Context: an optimization exercise on an open-source flow, tuned for small area, a short achievable clock period and few clock cycles. The choices shown serve that exercise and are no tape-out recipe. RTL that was checked went through simulation tests only; none was proved equivalent to the original.

==> amber: inputs <==
==> flow/design.v <==
module fxp_smul
#( parameter QINT=8,
    parameter QFRAC=16)
(out, a, b);
    localparam BIT_WIDTH = QINT + QFRAC; 
    output signed [BIT_WIDTH-1:0] out;
    input signed [BIT_WIDTH-1:0] a;
    input signed [BIT_WIDTH-1:0] b;
    wire [BIT_WIDTH*2-1:0] mul_out;
    assign mul_out = a * b;
    assign out = {mul_out[BIT_WIDTH*2-1],mul_out[BIT_WIDTH*2-QINT-2:QFRAC]};
endmodule
module cordic(i_clk, i_rst, i_en, o_vld, o_cosine, o_sine, i_theta);
    input i_clk;
    input i_rst;
    input i_en;
    input signed [23:0] i_theta;
    output signed [23:0] o_cosine;
    output signed [23:0] o_sine;
    output o_vld;
    localparam W = 19;
    localparam R = 21;
    reg signed [W-1:0] r1, r2, q;
    reg signed [R-1:0] p;        
    reg [1:0]          mode;     
    reg [5:0]          cnt;      
    reg                busy;
    reg                lst;      
    reg                rw;       
    reg                dbl;      
    reg [3:0]          sh1;      
    reg [3:0]          sh2n;     
    reg                i1, i2;   
    reg                ip;       
    reg                m1;       
    reg                vld;
    assign o_vld = vld;
    assign o_cosine = {{6{r2[W-1]}}, r2[W-1:1]};
    assign o_sine   = {{6{r1[W-1]}}, r1[W-1:1]};
    wire [4:0] ai = cnt[5:1];
    wire [16:0] ang =
        ai == 5'd0  ? (dbl ? 17'h1921e : 17'h0) :
        ai == 5'd1  ? 17'h76b1 :
        ai == 5'd2  ? 17'h3eb6 :
        ai == 5'd3  ? 17'h1fd5 :
        ai == 5'd4  ? 17'h0ffa :
        ai == 5'd5  ? 17'h07ff :
        ai == 5'd6  ? 17'h03ff :
        ai == 5'd7  ? 17'h01ff :
        ai == 5'd8  ? 17'h00ff :
        ai == 5'd9  ? 17'h007f :
        ai == 5'd10 ? 17'h003f :
        ai == 5'd11 ? 17'h001f :
        ai == 5'd12 ? 17'h0010 :
        ai == 5'd13 ? 17'h0008 :
        ai == 5'd14 ? 17'h0004 : 17'h0000;
    wire signed [W-1:0] a1 = rw ? r1 : q;
    wire signed [W-1:0] a2 = rw ? r2 : p[W-1:0];
    wire signed [W-1:0] s1 = (i1 ? ~r2 : r2) >>> sh1;
    wire signed [W-1:0] s2 = (i2 ? ~r1 : r1) >>> (~sh2n);
    wire c1 = (rw & i1) | (m1 & ~|r2[1:0]);
    wire c2 = (rw & i2) | (m1 & ~|r1[1:0]);
    wire [W:0]  t1 = {a1, c1} + {s1, c1};
    wire [W:0]  t2 = {a2, c2} + {s2, c2};
    wire [R:0]  tp = {p, ip} + {ip ? ~{4'd0, ang} : {4'd0, ang}, ip};
    wire signed [W-1:0] n1 = t1[W:1];
    wire signed [W-1:0] n2 = t2[W:1];
    wire signed [R-1:0] pa = tp[R:1];
    wire pn = mode[1] ? (pa[R-1] | (mode[0] & ~pa[R-2])) : mode[0];
    wire [4:0] th = i_theta[23:19];
    wire [1:0] mode0 = th == 5'd0 ? 2'b10 : th == 5'h1f ? 2'b11 : {1'b0, i_theta[23]};
    wire d0n = i_theta[23];
    wire d1n = d0n ? (i_theta < -24'sd51471) : (i_theta < 24'sd51471);
    wire [W-1:0] pe = i_en ? i_theta[W-1:0] : pa[W-1:0];
    wire [5:0] cn = cnt + 6'd1;
    wire       rn = cn < 6'd30;    
    wire [3:0] shn = rn ? cn[4:1] : (cn == 6'd34 ? 4'd4 : 4'd2);
    wire       minv = cn != 6'd34;
    wire       sub1 = pn ^ cn[0];
    always @(posedge i_clk) begin
        if (i_rst) begin
            busy <= 1'b0;
            vld  <= 1'b0;
        end else if (i_en) begin
            busy <= 1'b1;
            vld  <= 1'b0;
        end else begin
            vld <= busy && cnt == 6'd35;
            if (busy && cnt == 6'd35) busy <= 1'b0;
        end
        if (lst) q <= n1;
        p[W-1:0] <= (lst & ~i_en) ? n2 : pe;
        if (i_en) begin
            r1   <= 19'sh10000;
            r2   <= d0n ? -19'sh10000 : 19'sh10000;
            p[R-1:W] <= 2'b00;
            mode <= mode0;
            dbl  <= d0n == d1n;
            cnt  <= 6'd1;
            lst  <= 1'b0;
            rw   <= 1'b1;
            sh1  <= 4'd0;
            sh2n <= 4'd15;
            i1   <= ~d1n;
            i2   <=  d1n;
            ip   <= ~d0n;
            m1   <= 1'b0;
        end else begin
            cnt <= cn;
            r1 <= n2;
            r2 <= n1;
            p[R-1:W] <= pa[R-1:W];
            lst  <= cn == 6'd29;
            rw   <= rn;
            sh1  <= shn;
            sh2n <= ~shn;
            i1   <= rn ?  sub1 : minv;
            i2   <= rn ? ~sub1 : minv;
            ip   <= rn & ~pn;
            m1   <= cn == 6'd30;
        end
    end
endmodule
==> flow/flow/run.sh <==
#!/bin/bash
# The standard layout (the standard.sh), except that the port buffers
# buffer_ports inserts are buf_1 cells instead of the larger delay buffers it
# picks by default (every port still gets one), and repair_timing aims at a
# setup slack margin of 6.5 ns.
set -euo pipefail
export BUFFER_PORTS_ARGS="-buffer_cell sky130_fd_sc_hd__buf_1"
bash standard.sh SETUP_SLACK_MARGIN=6.5 finish > standard_flow.log 2>&1
==> flow/standard.sh <==
#!/bin/bash
# synth_recipe.tcl (not shown) runs the flow's synth.tcl, then flattens the netlist and writes it again
# the make line also repeats each setting of config.mk as NAME=value (left out here)
make -C /OpenROAD-flow-scripts/flow DESIGN_CONFIG=/design/flow/config.mk WORK_HOME=/design/flow/orfs CLKGATE_MAP_FILE= SYNTH_SCRIPT=/design/flow/synth_recipe.tcl "${@:-finish}"
==> flow/config.mk <==
export PLATFORM = sky130hd
export DESIGN_NAME = cordic
export DESIGN_NICKNAME = cordic
export VERILOG_FILES = /design/flow/design.v
export SDC_FILE = /design/flow/constraint.sdc
export NUM_CORES = 4
export LEC_CHECK = 0
export ABC_AREA = 1
export CAP_MARGIN = 20
export CORE_MARGIN = 2
export CORE_UTILIZATION = 40
export CTS_BUF_LIST = sky130_fd_sc_hd__clkbuf_8
export SETUP_SLACK_MARGIN = 5
export SLEW_MARGIN = 20
export TNS_END_PERCENT = 0
==> flow/constraint.sdc <==
create_clock -name core_clock -period 10.0 [get_ports {i_clk}]
set_input_delay 2.0000 -clock core_clock [delete_from_list [all_inputs] [get_ports {i_clk}]]
set_output_delay 2.0000 -clock core_clock [all_outputs]
set_load 0.01 [all_outputs]
==> tundra (differences from amber) <==
==> flow/design.v (replaced) <==
module fxp_smul
#( parameter QINT=8,
    parameter QFRAC=16)
(out, a, b);
    localparam BIT_WIDTH = QINT + QFRAC; 
    output signed [BIT_WIDTH-1:0] out;
    input signed [BIT_WIDTH-1:0] a;
    input signed [BIT_WIDTH-1:0] b;
    wire [BIT_WIDTH*2-1:0] mul_out;
    assign mul_out = a * b;
    assign out = {mul_out[BIT_WIDTH*2-1],mul_out[BIT_WIDTH*2-QINT-2:QFRAC]};
endmodule
module cordic(i_clk, i_rst, i_en, o_vld, o_cosine, o_sine, i_theta);
    input i_clk;
    input i_rst;
    input i_en;
    input signed [23:0] i_theta;
    output signed [23:0] o_cosine;
    output signed [23:0] o_sine;
    output o_vld;
    localparam W = 19;
    reg signed [W-1:0] x, y, q;
    reg signed [23:0]  p;
    reg [5:0]          cnt;      
    reg                busy;
    reg                rot;      
    reg                lst;      
    reg [3:0]          shx;      
    reg [3:0]          shyn;     
    reg                ix, iy;   
    reg                cxr, cyr; 
    reg                ip;       
    reg                m1;       
    reg                vld;
    assign o_vld = vld;
    assign o_cosine = {{6{y[W-1]}}, y[W-1:1]};
    assign o_sine   = {{6{x[W-1]}}, x[W-1:1]};
    wire [4:0] ai = cnt[5:1];
    wire [15:0] ang =
        ai == 5'd0  ? 16'hc90f :
        ai == 5'd1  ? 16'h76b1 :
        ai == 5'd2  ? 16'h3eb6 :
        ai == 5'd3  ? 16'h1fd5 :
        ai == 5'd4  ? 16'h0ffa :
        ai == 5'd5  ? 16'h07ff :
        ai == 5'd6  ? 16'h03ff :
        ai == 5'd7  ? 16'h01ff :
        ai == 5'd8  ? 16'h00ff :
        ai == 5'd9  ? 16'h007f :
        ai == 5'd10 ? 16'h003f :
        ai == 5'd11 ? 16'h001f :
        ai == 5'd12 ? 16'h0010 :
        ai == 5'd13 ? 16'h0008 :
        ai == 5'd14 ? 16'h0004 : 16'h0000;
    wire rw = rot | lst;
    wire signed [W-1:0] ax = rw ? x : q;
    wire signed [W-1:0] ay = rw ? y : p[W-1:0];
    wire signed [W-1:0] sx = y >>> shx;
    wire signed [W-1:0] sy = x >>> (~shyn);
    wire cx = cxr | (m1 & ~|y[1:0]);
    wire cy = cyr | (m1 & ~|x[1:0]);
    wire [W:0]  xs1 = {ax, cx} + {ix ? ~sx : sx, cx};
    wire [W:0]  ys1 = {ay, cy} + {iy ? ~sy : sy, cy};
    wire [24:0] ps1 = {p, ip} + {ip ? ~{8'd0, ang} : {8'd0, ang}, ip};
    wire signed [W-1:0] xa = xs1[W:1];
    wire signed [W-1:0] ya = ys1[W:1];
    wire signed [23:0]  pa = ps1[24:1];
    wire [5:0] cn = cnt + 6'd1;
    wire [3:0] shn = cn < 6'd30 ? cn[4:1] : (cn == 6'd34 ? 4'd4 : 4'd2);
    wire       minv = cn != 6'd34;
    always @(posedge i_clk) begin
        if (i_rst) begin
            busy <= 1'b0;
            vld  <= 1'b0;
        end else if (i_en) begin
            busy <= 1'b1;
            vld  <= 1'b0;
        end else begin
            vld <= busy && cnt == 6'd35;
            if (busy && cnt == 6'd35) busy <= 1'b0;
        end
        if (lst) q <= xa;
        if (i_en) begin
            x    <= 19'sh10000;
            y    <= 0;
            p    <= i_theta;
            cnt  <= 0;
            rot  <= 1'b1;
            lst  <= 1'b0;
            shx  <= 4'd0;
            shyn <= 4'd15;
            ix   <= ~i_theta[23];
            iy   <=  i_theta[23];
            cxr  <= ~i_theta[23];
            cyr  <=  i_theta[23];
            ip   <= ~i_theta[23];
            m1   <= 1'b0;
        end else begin
            cnt <= cn;
            if (rot) begin
                x <= xa;
                y <= ya;
            end else begin
                x <= ya;
                y <= xa;
            end
            if (lst) p[W-1:0] <= ya;
            else     p <= pa;
            rot  <= cn < 6'd29;
            lst  <= cn == 6'd29;
            shx  <= shn;
            shyn <= ~shn;
            ix   <= cn < 6'd30 ? ~pa[23] : minv;
            iy   <= cn < 6'd30 ?  pa[23] : minv;
            cxr  <= cn < 6'd30 & ~pa[23];
            cyr  <= cn < 6'd30 &  pa[23];
            ip   <= cn < 6'd30 & ~pa[23];
            m1   <= cn == 6'd30;
        end
    end
endmodule
==> flow/flow/run.sh (replaced) <==
#!/bin/bash
set -euo pipefail
export BUFFER_PORTS_ARGS="-buffer_cell sky130_fd_sc_hd__buf_1"
bash standard.sh finish > standard_flow.log 2>&1
Settings changed: ABC_AREA 1 to default, CTS_BUF_LIST sky130_fd_sc_hd__clkbuf_8 to default, TNS_END_PERCENT 0 to default.
==> results.txt <==
Between tundra and amber, the lower worst hold slack is in amber (gap 0.043 ns). Against tundra, the synthesized cell count of amber is higher by 17%. amber produced a clean layout. tundra produced a clean layout. Against tundra, the routed wire length of amber is higher by 2.2%. Of tundra and amber, tundra has the higher flip-flop and latch count (gap 1). Between tundra and amber, the lower core utilization is in tundra (gap 2.0 points).
==> figures <==
metric                                                                      amber         tundra
Area after DPL                                                          9543 um^2     10000 um^2
Outcome                                          no timing/DRC/antenna violations  no timing/DRC/antenna violations
Clock-cell share                                                          0.02132        0.02782
Worst setup path end                                                        p[17]          p[15]
Register clock-pin slew on the reported worst setup and hold paths        0.10 ns        0.08 ns
Post-Route Hold Slack                                                   0.4492 ns      0.4923 ns
Depth of the worst register-to-register path                                   18             12
Crit share post-route                                                      0.3435         0.4706
Origin of the worst setup path                                               i_en        shyn[1]
Fraction of the mapped netlist area in compound gates                      0.1924         0.1922
Total non-filler cell area in the finished layout                      10330 um^2     10300 um^2
Final wirelength                                                         29.31 mm       28.67 mm
Syn Nets                                                                     1496           1295
Number of enable flip-flop cells after synthesis                               22             24
Met3 Usage GRT                                                            0.03249        0.02928
Testbench counts of amber, summed over its fixed seeds: cycles 73,736.
Function not checked in tundra: the RTL went through the layout flow alone.

==> what the ideal ports hide <==
The flow's constraints put no driver on any port. The routed layouts listed below were extracted and timed again, unchanged, in two steps.
Step 1, drivers: a clkbuf_16 drives i_clk and a buf_2 each remaining input, both assumed.
Step 2 adds t to the input delays and takes it off the output delays; t is the mean of the earliest and latest rising clock arrival at the registers after step 1. Input paths then give back, and output paths get back, about the clock's delay inside the block.
Three values: ideal ports, drivers, drivers and shift; two values: the first two.
run	t (ns)	setup slack, ns	worst hold slack (ns)	clock arrival spread, ns	worst slew at a driven data input, ns
amber	0.423	6.565 / 6.566 / 6.159	0.449 / 0.449 / 0.449	0.006 / 0.005	0.03
tundra	0.413	5.294 / 5.294 / 5.294	0.492 / 0.492 / 0.492	0.012 / 0.012	0.03
After both steps setup and hold are still met in every run listed. The setup slack of amber, which loses most, moves by +0.001 ns with the drivers and by -0.406 ns with both steps.
